This design comes from an exercise in tuning for small area, a short achievable clock period and few clock cycles per item on the open sky130 flow, not from production work. Where RTL was checked, it was by simulation tests only, not by an equivalence proof against the original. Power and IR drop assume default switching activity.

before:
==> flow/design.v <==
module lzss_enc_top (
    input               clk,
    input               rst_x,
    input               i_valid,
    output              ow_ready,
    input       [7:0]   i_data,
    input               i_last,
    output              o_valid,
    input               i_ready,
    output      [8:0]   o_code,
    output              o_last
);
    integer             k;
    reg                 r_rdy;           
    reg                 r_iv;
    reg     [7:0]       r_ib;
    reg                 r_il;
    reg     [7:0]       r_win [1:64];    
    reg     [63:0]      r_s0, r_s1, r_s2;    
    reg     [5:0]       r_rv;            
    reg     [5:0]       r_lb;            
    reg     [6:0]       r_cnt;           
    reg     [2:0]       r_skip;          
    reg                 r_m1, r_m2, r_m3, r_m4;
    reg                 r_l2;
    reg     [1:0]       r_l3, r_l4;      
    reg     [5:0]       r_x1, r_x2, r_x3, r_x4;  
    reg                 r_sv;
    reg                 r_hv;
    reg     [9:0]       r_hd;
    reg     [9:0]       r_sd;
    wire                w_ended = ~r_rv[0] | r_lb[0];
    wire                w_adv   = ~r_sv & (r_iv | (w_ended & (|r_rv)));
    assign  ow_ready    = r_rdy;
    assign  o_valid     = r_hv;
    assign  o_code      = r_hd[8:0];
    assign  o_last      = r_hd[9];
    always @(posedge clk or negedge rst_x) begin
        if (!rst_x) begin
            r_iv    <= 1'b0;
        end
        else if (r_rdy) begin
            r_iv    <= i_valid;
        end
    end
    always @(posedge clk) begin
        if (r_rdy) begin
            r_ib    <= i_data;
            r_il    <= i_last;
        end
    end
    reg     [63:0]      w_eq;
    always @(*) begin
        for (k = 0; k < 64; k = k + 1)
            w_eq[k] = (r_ib == r_win[k+1]) && (r_cnt > k);
    end
    wire    [63:0]      t2 = r_s1 | r_s2;
    wire    [63:0]      t3 = r_s2;
    wire    [63:0]      t4 = r_s2 & ~r_s0;
    wire    [63:0]      t5 = r_s2 & ~r_s1;
    wire    [5:0]       w_x2, w_x3, w_x4, w_x5;
    wire                a2, a3, a4, a5;
    lzss_lowest #(.W(64), .N(6)) u_low2 (.i_v(t2), .o_any(a2), .o_idx(w_x2));
    lzss_lowest #(.W(64), .N(6)) u_low3 (.i_v(t3), .o_any(a3), .o_idx(w_x3));
    lzss_lowest #(.W(64), .N(6)) u_low4 (.i_v(t4), .o_any(a4), .o_idx(w_x4));
    lzss_lowest #(.W(64), .N(6)) u_low5 (.i_v(t5), .o_any(a5), .o_idx(w_x5));
    always @(posedge clk) begin
        if (w_adv) begin
            r_win[1]    <= r_ib;
            for (k = 2; k <= 64; k = k + 1)
                r_win[k]    <= r_win[k-1];
            r_s0        <= w_eq & ~r_s2;
            r_s1        <= w_eq & r_s0;
            r_s2        <= w_eq & (r_s1 | (r_s2 & ~r_s0));
            r_lb        <= {r_lb[4:0], r_iv & r_il};
            r_m1        <= a2;
            r_x1        <= w_x2;
            r_m2        <= a3 | r_m1;
            r_l2        <= a3;
            r_x2        <= a3 ? w_x3 : r_x1;
            r_m3        <= a4 | r_m2;
            r_l3        <= a4 ? 2'd2 : {1'b0, r_l2};
            r_x3        <= a4 ? w_x4 : r_x2;
            r_m4        <= a5 | r_m3;
            r_l4        <= a5 ? 2'd3 : r_l3;
            r_x4        <= a5 ? w_x5 : r_x3;
        end
    end
    always @(posedge clk or negedge rst_x) begin
        if (!rst_x) begin
            r_rv    <= 6'd0;
            r_cnt   <= 7'd0;
        end
        else if (w_adv) begin
            r_rv    <= {r_rv[4:0], r_iv};
            if (r_iv) begin
                if (r_il)
                    r_cnt   <= 7'd0;
                else if (!r_cnt[6])
                    r_cnt   <= r_cnt + 7'd1;
            end
        end
    end
    wire                w_lst = r_lb[5] | (r_m4 & (r_lb[4] | ((r_l4 != 2'd0) & r_lb[3]) |
                                ((r_l4[1]) & r_lb[2]) | ((r_l4 == 2'd3) & r_lb[1])));
    wire    [9:0]       w_code = r_m4 ? {w_lst, 1'b1, ~r_x4, r_l4} : {w_lst, 1'b0, r_win[6]};
    wire                w_push = w_adv & r_rv[5] & (r_skip == 3'd0);
    wire                w_pop  = r_hv & i_ready;
    always @(posedge clk or negedge rst_x) begin
        if (!rst_x) begin
            r_skip  <= 3'd0;
        end
        else if (w_adv && r_rv[5]) begin
            if (r_skip != 3'd0)
                r_skip  <= r_skip - 3'd1;
            else if (r_m4)
                r_skip  <= {1'b0, r_l4} + 3'd1;
        end
    end
    wire                w_sv_next = r_sv ? ~w_pop : (w_push & r_hv & ~w_pop);
    always @(posedge clk or negedge rst_x) begin
        if (!rst_x) begin
            r_hv    <= 1'b0;
            r_sv    <= 1'b0;
            r_rdy   <= 1'b0;
        end
        else begin
            r_sv    <= w_sv_next;
            r_rdy   <= ~w_sv_next;
            if (w_push)
                r_hv    <= 1'b1;
            else if (w_pop && !r_sv)
                r_hv    <= 1'b0;
        end
    end
    always @(posedge clk) begin
        if (r_sv) begin
            if (w_pop)
                r_hd    <= r_sd;
        end
        else if (w_push) begin
            if (!r_hv || w_pop)
                r_hd    <= w_code;
            else
                r_sd    <= w_code;
        end
    end
endmodule
module lzss_lowest #(
    parameter   W   = 64,
    parameter   N   = 6
)(
    input       [W-1:0]     i_v,
    output                  o_any,
    output      [N-1:0]     o_idx
);
    generate
        if (W == 2) begin : leaf
            assign  o_any   = i_v[0] | i_v[1];
            assign  o_idx   = ~i_v[0];
        end
        else begin : node
            wire                w_any_lo;
            wire                w_any_hi;
            wire    [N-2:0]     w_lo;
            wire    [N-2:0]     w_hi;
            lzss_lowest #(.W(W/2), .N(N-1)) u_lo (.i_v(i_v[W/2-1:0]), .o_any(w_any_lo), .o_idx(w_lo));
            lzss_lowest #(.W(W/2), .N(N-1)) u_hi (.i_v(i_v[W-1:W/2]), .o_any(w_any_hi), .o_idx(w_hi));
            assign  o_any   = w_any_lo | w_any_hi;
            assign  o_idx   = w_any_lo ? {1'b0, w_lo} : {1'b1, w_hi};
        end
    endgenerate
endmodule
Settings: LEC_CHECK=0, CAP_MARGIN=20, CORE_MARGIN=2, CORE_UTILIZATION=40, CTS_BUF_LIST=sky130_fd_sc_hd__clkbuf_4 sky130_fd_sc_hd__clkbuf_8, CTS_CLUSTER_DIAMETER=60, CTS_CLUSTER_SIZE=12, SETUP_SLACK_MARGIN=3.6, SLEW_MARGIN=20, TNS_END_PERCENT=5; clock period 6.0 ns.
run.sh (not shown) runs the stock make flow with config.mk's settings and CLKGATE_MAP_FILE= SYNTH_SCRIPT=/design/flow/synth_recipe.tcl, a recipe that flattens the netlist after the stock synthesis.
Changes in after relative to before:
==> flow/design.v, changed modules only <==
module lzss_enc_top (
    input               clk,
    input               rst_x,
    input               i_valid,
    output              ow_ready,
    input       [7:0]   i_data,
    input               i_last,
    output              o_valid,
    input               i_ready,
    output      [8:0]   o_code,
    output              o_last
);
    integer             k;
    reg     [7:0]       r_win [1:64];    
    reg     [63:0]      r_s0, r_s1, r_s2;    
    reg     [5:0]       r_rv;            
    reg     [5:0]       r_lb;            
    reg     [6:0]       r_cnt;           
    reg     [2:0]       r_skip;          
    reg                 r_m1, r_m2, r_m3, r_m4;
    reg                 r_l2;
    reg     [1:0]       r_l3, r_l4;      
    reg     [5:0]       r_x1, r_x2, r_x3, r_x4;  
    reg                 r_rdy;           
    reg                 r_sv;
    reg                 r_hv;
    reg     [9:0]       r_hd;
    reg     [9:0]       r_sd;
    wire                w_ended = ~r_rv[0] | r_lb[0];
    wire                w_adv   = r_rdy & (i_valid | (w_ended & (|r_rv)));
    assign  ow_ready    = r_rdy;
    assign  o_valid     = r_hv;
    assign  o_code      = r_hd[8:0];
    assign  o_last      = r_hd[9];
    reg     [63:0]      w_eq;
    always @(*) begin
        for (k = 0; k < 64; k = k + 1)
            w_eq[k] = (i_data == r_win[k+1]) && (r_cnt > k);
    end
    wire    [63:0]      t2 = r_s1 | r_s2;
    wire    [63:0]      t3 = r_s2;
    wire    [63:0]      t4 = r_s2 & ~r_s0;
    wire    [63:0]      t5 = r_s2 & ~r_s1;
    wire    [5:0]       w_x2, w_x3, w_x4, w_x5;
    wire                a2, a3, a4, a5;
    lzss_lowest #(.W(64), .N(6)) u_low2 (.i_v(t2), .o_any(a2), .o_idx(w_x2));
    lzss_lowest #(.W(64), .N(6)) u_low3 (.i_v(t3), .o_any(a3), .o_idx(w_x3));
    lzss_lowest #(.W(64), .N(6)) u_low4 (.i_v(t4), .o_any(a4), .o_idx(w_x4));
    lzss_lowest #(.W(64), .N(6)) u_low5 (.i_v(t5), .o_any(a5), .o_idx(w_x5));
    always @(posedge clk) begin
        if (w_adv) begin
            r_win[1]    <= i_data;
            for (k = 2; k <= 64; k = k + 1)
                r_win[k]    <= r_win[k-1];
            r_s0        <= w_eq & ~r_s2;
            r_s1        <= w_eq & r_s0;
            r_s2        <= w_eq & (r_s1 | (r_s2 & ~r_s0));
            r_lb        <= {r_lb[4:0], i_valid & i_last};
            r_m1        <= a2;
            r_x1        <= w_x2;
            r_m2        <= a3 | r_m1;
            r_l2        <= a3;
            r_x2        <= a3 ? w_x3 : r_x1;
            r_m3        <= a4 | r_m2;
            r_l3        <= a4 ? 2'd2 : {1'b0, r_l2};
            r_x3        <= a4 ? w_x4 : r_x2;
            r_m4        <= a5 | r_m3;
            r_l4        <= a5 ? 2'd3 : r_l3;
            r_x4        <= a5 ? w_x5 : r_x3;
        end
    end
    always @(posedge clk or negedge rst_x) begin
        if (!rst_x) begin
            r_rv    <= 6'd0;
            r_cnt   <= 7'd0;
        end
        else if (w_adv) begin
            r_rv    <= {r_rv[4:0], i_valid};
            if (i_valid) begin
                if (i_last)
                    r_cnt   <= 7'd0;
                else if (!r_cnt[6])
                    r_cnt   <= r_cnt + 7'd1;
            end
        end
    end
    wire                w_lst = r_lb[5] | (r_m4 & (r_lb[4] | ((r_l4 != 2'd0) & r_lb[3]) |
                                ((r_l4[1]) & r_lb[2]) | ((r_l4 == 2'd3) & r_lb[1])));
    wire    [9:0]       w_code = r_m4 ? {w_lst, 1'b1, ~r_x4, r_l4} : {w_lst, 1'b0, r_win[6]};
    wire                w_push = w_adv & r_rv[5] & (r_skip == 3'd0);
    wire                w_pop  = r_hv & i_ready;
    always @(posedge clk or negedge rst_x) begin
        if (!rst_x) begin
            r_skip  <= 3'd0;
        end
        else if (w_adv && r_rv[5]) begin
            if (r_skip != 3'd0)
                r_skip  <= r_skip - 3'd1;
            else if (r_m4)
                r_skip  <= {1'b0, r_l4} + 3'd1;
        end
    end
    wire                w_sv_next = r_sv ? ~w_pop : (w_push & r_hv & ~w_pop);
    always @(posedge clk or negedge rst_x) begin
        if (!rst_x) begin
            r_hv    <= 1'b0;
            r_sv    <= 1'b0;
            r_rdy   <= 1'b0;
        end
        else begin
            r_sv    <= w_sv_next;
            r_rdy   <= ~w_sv_next;
            if (w_push)
                r_hv    <= 1'b1;
            else if (w_pop && !r_sv)
                r_hv    <= 1'b0;
        end
    end
    always @(posedge clk) begin
        if (r_sv) begin
            if (w_pop)
                r_hd    <= r_sd;
        end
        else if (w_push) begin
            if (!r_hv || w_pop)
                r_hd    <= w_code;
            else
                r_sd    <= w_code;
        end
    end
endmodule
after has completed all stages; timing, DRC and antenna checks passed.
Clock sink count: after < before
Of the two values seen for uppermost metal layer occupied by signal nets, met5 was produced by after and met4 by before.
Compared with before, after instantiates a smaller number of cells.
Of the two candidates, before has the worse power and after the better one.
Number of rows created at floorplan down 1 in after wrt before
Sort before and after by final worst-path cycle share, ascending, and before comes first.
Testbench counts of after, summed over its fixed seeds: cycles 85,802, items 84,290.
No functional check of the RTL was part of before.

static timing again, ports no longer ideal:
The flow's constraints put no driver on any port. The routed layouts listed below were extracted and timed again, unchanged, in two steps.
Step 1 (the two cells are an assumption about what drives the block):
set clk [get_ports {clk}]
set_driving_cell -lib_cell sky130_fd_sc_hd__clkbuf_16 $clk
set_driving_cell -lib_cell sky130_fd_sc_hd__buf_2 [delete_from_list [all_inputs] $clk]
Step 2 times the ports against the registers' clock, not the clock port: input delays grow and output delays shrink by t, the midpoint of the rising clock arrivals with the driver on.
Three values: no drivers, after step 1, after step 2; two values: the first two.
run	t, ns	setup WS [ns]	worst hold slack (ns)	worst setup path after step 2	worst slew at a driven data input, ns
before	0.764	3.472 / 3.414 / 3.266	0.437 / 0.437 / 0.437	input to register	0.03
after	0.748	3.421 / 3.421 / 2.695	0.447 / 0.430 / 0.447	input to register	0.06
After both steps every run listed still meets setup and hold. The setup slack of after, which loses most, moves by 0.000 ns with the drivers and by -0.726 ns with both steps.
